Background: an optimization exercise with open tools, aiming at small area and a short achievable clock period. Do not read the settings as production practice.
At most, simulation tests tie the RTL to the original design; equivalence was not proved.
No driver is modelled on the clock port, so clock power and skew are understated where the tree is cut down; a real chip needs a root buffer or a tree.

== raven ==
==> flow/design.v <==
`timescale 1ns / 100ps
`timescale 1ns / 100ps
`timescale 1ns / 100ps
`timescale 1ns / 100ps
`timescale 1ns / 100ps
`timescale 1ns / 100ps
`timescale 1ns / 100ps
`timescale 1ns / 100ps
`timescale 1ns / 100ps
`timescale 1ns / 100ps
`timescale 1ns / 100ps
`timescale 1ns / 100ps
module M216A_TopModule(
    input           clk_i,
    input           rst_i,
    input  [4 : 0]  width_i,
    input  [4 : 0]  height_i,
    output [7 : 0]  index_x_o,
    output [7 : 0]  index_y_o,
    output [3 : 0]  strike_o
);
    reg  [3:0] ph;             
    reg  [1:0] warm;           
    reg        clr;            
    reg        live_q;         
    reg  [9:0] k_q;            
    reg  [3:0] wm1_q;          
    reg  [6:0] a_q, b_q, c_q;
    reg  [6:0] mn_q;
    reg  [6:0] sum_q;          
    reg        we_q;           
    reg        strike_q;
    reg  [3:0] id_q;
    reg  [6:0] x_q;
    reg  [6:0] y_q;
    reg        s_q;
    reg  [3:0] cnt_q;
    wire [6:0] occ [1:13];
    wire nrst   = ~rst_i;
    wire ph0    = ph[0];
    wire live_d = nrst & ph[3] & warm[1];
    wire [3:0] hi = height_i[3:0];
    wire [9:0] k_d;
    assign k_d[0] = (hi == 4'd4);
    assign k_d[1] = (hi == 4'd5);
    assign k_d[2] = (hi == 4'd6);
    assign k_d[3] = (hi == 4'd7);
    assign k_d[4] = (hi == 4'd8);
    assign k_d[5] = (hi == 4'd9);
    assign k_d[6] = (hi == 4'd10);
    assign k_d[7] = (hi == 4'd11);
    assign k_d[8] = (hi == 4'd12);
    assign k_d[9] = ~|k_d[8:0];
    wire k4  = k_q[0];
    wire k5  = k_q[1];
    wire k6  = k_q[2];
    wire k7  = k_q[3];
    wire k8  = k_q[4];
    wire k9  = k_q[5];
    wire k10 = k_q[6];
    wire k11 = k_q[7];
    wire k12 = k_q[8];
    wire k13 = k_q[9];
    wire [12:0] sel0 = {k13, 1'b0, 1'b0, k4, k12, k5, k11, k6, k10, k7, k9, 1'b0, k8};
    wire [12:0] sel1 = {1'b0, k13, 1'b0, 1'b0, k11, k4, k10, k5, k9, k6, 1'b0, k8, k7};
    wire [12:0] sel2 = {1'b0, 1'b0, k13, 1'b0, 1'b0, 1'b0, 1'b0, 1'b0, 1'b0, 1'b0, k8, k7, 1'b0};
    wire has1 = ~k12;
    wire has2 = k7 | k8 | k13;
    wire [3:0] id0 = ({4{k4}}  & 4'd10) | ({4{k5}}  & 4'd8) | ({4{k6}}  & 4'd6) |
                     ({4{k7}}  & 4'd4)  | ({4{k8}}  & 4'd1) | ({4{k9}}  & 4'd3) |
                     ({4{k10}} & 4'd5)  | ({4{k11}} & 4'd7) | ({4{k12}} & 4'd9) |
                     ({4{k13}} & 4'd13);
    wire [3:0] id1 = ({4{k4}}  & 4'd8)  | ({4{k5}}  & 4'd6) | ({4{k6}}  & 4'd4) |
                     ({4{k7}}  & 4'd1)  | ({4{k8}}  & 4'd2) | ({4{k9}}  & 4'd5) |
                     ({4{k10}} & 4'd7)  | ({4{k11}} & 4'd9) | ({4{k13}} & 4'd12);
    wire [3:0] id2 = ({4{k7}}  & 4'd2)  | ({4{k8}}  & 4'd3) | ({4{k13}} & 4'd11);
    function [6:0] ystart;
        input [3:0] id;
        begin
            ystart = ({7{id == 4'd2}}  & 7'd8)  | ({7{id == 4'd3}}  & 7'd16) |
                     ({7{id == 4'd4}}  & 7'd25) | ({7{id == 4'd5}}  & 7'd32) |
                     ({7{id == 4'd6}}  & 7'd42) | ({7{id == 4'd7}}  & 7'd48) |
                     ({7{id == 4'd8}}  & 7'd59) | ({7{id == 4'd9}}  & 7'd64) |
                     ({7{id == 4'd10}} & 7'd76) | ({7{id == 4'd11}} & 7'd80) |
                     ({7{id == 4'd12}} & 7'd96) | ({7{id == 4'd13}} & 7'd112);
        end
    endfunction
    reg  [6:0] rd0, rd1, rd2;
    integer i;
    always @(*) begin
        rd0 = 7'd0;
        rd1 = 7'd0;
        rd2 = 7'd0;
        for (i = 1; i <= 13; i = i + 1) begin
            rd0 = rd0 | (occ[i] & {7{sel0[i-1]}});
            rd1 = rd1 | (occ[i] & {7{sel1[i-1]}});
            rd2 = rd2 | (occ[i] & {7{sel2[i-1]}});
        end
    end
    function lt7;
        input [6:0] a;
        input [6:0] b;
        integer j, k;
        reg r, t;
        begin
            r = 1'b0;
            for (k = 0; k < 7; k = k + 1) begin
                t = ~a[k] & b[k];
                for (j = k + 1; j < 7; j = j + 1)
                    t = t & (~a[j] | b[j]);
                r = r | t;
            end
            lt7 = r;
        end
    endfunction
    function [8:0] addm1;
        input [6:0] a;
        input [3:0] m;
        reg [6:0] b;
        reg [7:0] c0;              
        reg [7:0] c1;              
        reg t;
        integer i, j, k;
        begin
            b = {3'b000, m};
            c0 = 8'd0;
            c1 = 8'd1;
            for (i = 0; i < 7; i = i + 1) begin
                for (j = 0; j <= i; j = j + 1) begin
                    t = a[j] & b[j];
                    for (k = j + 1; k <= i; k = k + 1)
                        t = t & (a[k] | b[k]);
                    c0[i+1] = c0[i+1] | t;
                end
                t = 1'b1;
                for (k = 0; k <= i; k = k + 1)
                    t = t & (a[k] | b[k]);
                c1[i+1] = c0[i+1] | t;
            end
            addm1 = {c0[7], c1[7], (a ^ c1[6:0]) ^ b};
        end
    endfunction
    wire [8:0] sum = addm1(mn_q, wm1_q);      
    wire b_lt_a = lt7(b_q, a_q);
    wire c_lt_a = lt7(c_q, a_q);
    wire c_lt_b = lt7(c_q, b_q);
    wire pc = has2 & c_lt_a & c_lt_b;
    wire pb = has1 & b_lt_a & ~pc;
    wire strike_d = sum[8];
    wire strike = strike_q;
    wire [6:0] nocc_r = sum_q & {7{~clr}};
    always @(posedge clk_i) begin
        a_q <= rd0;
        b_q <= rd1;
        c_q <= rd2;
        mn_q <= pc ? c_q : pb ? b_q : a_q;
        id_q <= pc ? id2 : pb ? id1 : id0;
        sum_q <= sum[6:0] | {7{sum[7]}};
        strike_q <= strike_d;
        we_q <= live_d & ~strike_d;
        live_q <= live_d;
        ph <= rst_i ? 4'b0001 : {ph[2:0], ph[3]};
        if (rst_i)
            warm <= 2'd0;
        else if (ph0 & ~warm[1])
            warm <= warm + 2'd1;
        clr <= rst_i | ~warm[1];
    end
    always @(posedge clk_i) begin
        if (rst_i) begin
            k_q <= 10'd0;
            wm1_q <= 4'd0;
        end else if (ph0) begin
            k_q <= k_d;
            wm1_q <= width_i[3:0] - 4'd1;
        end
    end
    always @(posedge clk_i) begin
        if (rst_i) begin
            x_q <= 7'd0;
            y_q <= 7'd0;
            s_q <= 1'b0;
            cnt_q <= 4'd0;
        end else if (live_q) begin
            x_q <= strike ? 7'd0 : mn_q;
            y_q <= strike ? 7'd0 : ystart(id_q);
            s_q <= strike;
            if (strike) cnt_q <= cnt_q + 4'd1;
        end
    end
    genvar g;
    generate
        for (g = 1; g <= 13; g = g + 1) begin : strip
            reg [6:0] v;
            always @(posedge clk_i)
                if (clr | (we_q & (id_q == g)))
                    v <= nocc_r;
            assign occ[g] = v;
        end
    endgenerate
    assign index_x_o = {s_q, x_q};
    assign index_y_o = {s_q, y_q};
    assign strike_o  = cnt_q;
endmodule
export LEC_CHECK = 0
export ABC_AREA = 1
export CAP_MARGIN = 20
export CORE_MARGIN = 2
export CORE_UTILIZATION = 55
export CTS_BUF_LIST = sky130_fd_sc_hd__clkbuf_4 sky130_fd_sc_hd__clkbuf_8
export CTS_CLUSTER_SIZE = 30
export SETUP_SLACK_MARGIN = 1.8
export SLEW_MARGIN = 20
export TNS_END_PERCENT = 0
create_clock -name core_clock -period 3.3 [get_ports {clk_i}]
standard.sh (not shown) runs the stock make flow with config.mk's settings and CLKGATE_MAP_FILE= SYNTH_SCRIPT=/design/flow/synth_recipe.tcl, a recipe that flattens the netlist after the stock synthesis.
==> flow/flow/run.sh <==
#!/bin/bash
# Standard ORFS layout with these changes: sizing may change a cell's footprint,
# the port buffers are buf_2 cells, and the clock tree is the two-level tree
# that flow/cts_tree.tcl builds (see there).
set -euo pipefail
bash standard.sh synth > synth.log 2>&1
bash standard.sh MATCH_CELL_FOOTPRINT=0 \
  "BUFFER_PORTS_ARGS=-buffer_cell sky130_fd_sc_hd__buf_2" \
  "PRE_CTS_TCL=$PWD/flow/cts_tree.tcl" \
  finish > layout.log 2>&1
Other scripts of this flow, unchanged in this note and not shown: flow/flow/cts_tree.tcl
Relative to raven, the following input files were edited for lagoon:
--- a/flow/design.v
+++ b/flow/design.v
@@ -100,16 +100,12 @@
     function lt7;
         input [6:0] a;
         input [6:0] b;
-        integer j, k;
-        reg r, t;
+        integer k;
+        reg r;
         begin
             r = 1'b0;
-            for (k = 0; k < 7; k = k + 1) begin
-                t = ~a[k] & b[k];
-                for (j = k + 1; j < 7; j = j + 1)
-                    t = t & (~a[j] | b[j]);
-                r = r | t;
-            end
+            for (k = 0; k < 7; k = k + 1)
+                r = (~a[k] & b[k]) | ((~a[k] | b[k]) & r);
             lt7 = r;
         end
     endfunction
@@ -160,10 +156,8 @@
         we_q <= live_d & ~strike_d;
         live_q <= live_d;
         ph <= rst_i ? 4'b0001 : {ph[2:0], ph[3]};
-        if (rst_i)
-            warm <= 2'd0;
-        else if (ph0 & ~warm[1])
-            warm <= warm + 2'd1;
+        if (rst_i | (ph0 & ~warm[1]))
+            warm <= (warm + 2'd1) & {2{nrst}};
         clr <= rst_i | ~warm[1];
     end
     always @(posedge clk_i) begin
--- outcome ---
- lagoon ended up with a lower wire length of the first global-routing pass than raven did.
- | final-layout worst hold slack | higher: lagoon |
- lagoon vs. raven: post-placement cell area essentially unchanged, wire length shrank by 490 um, transition time at the pin with the least slew margin now smaller, final clock period utilization by the worst path went down 1.8 points, via-per-instance ratio shrank by 0.041.
The RTL of raven was laid out without a check of its function. No run of this note takes its clock network from TritonCTS; it comes from the design's own scripts or RTL.

==> what the ideal ports hide <==
In the flow no input, the clock included, has a driving cell. The finished layouts below were timed again as built, in two steps. Step 1, drivers: a clkbuf_16 drives clk_i and a buf_2 each remaining input, both assumed. Step 2 moves the port delays by t, midway between the first and last clock arrival at a register: inputs arrive t later, outputs are due t later. That takes back most of the time a late clock gives input paths. Slacks: ideal / step 1 / step 2; pairs: ideal / step 1.
run	t, ns	setup slack, ns	worst slew at a driven data input, ns
raven	0.356	1.652 / 1.652 / 1.483	0.03
lagoon	0.362	1.712 / 1.712 / 1.409	0.03
After both steps setup and hold are still met in every run listed. For lagoon, which loses most, drivers alone change the setup slack by 0.000 ns; drivers and shift together by -0.303 ns.
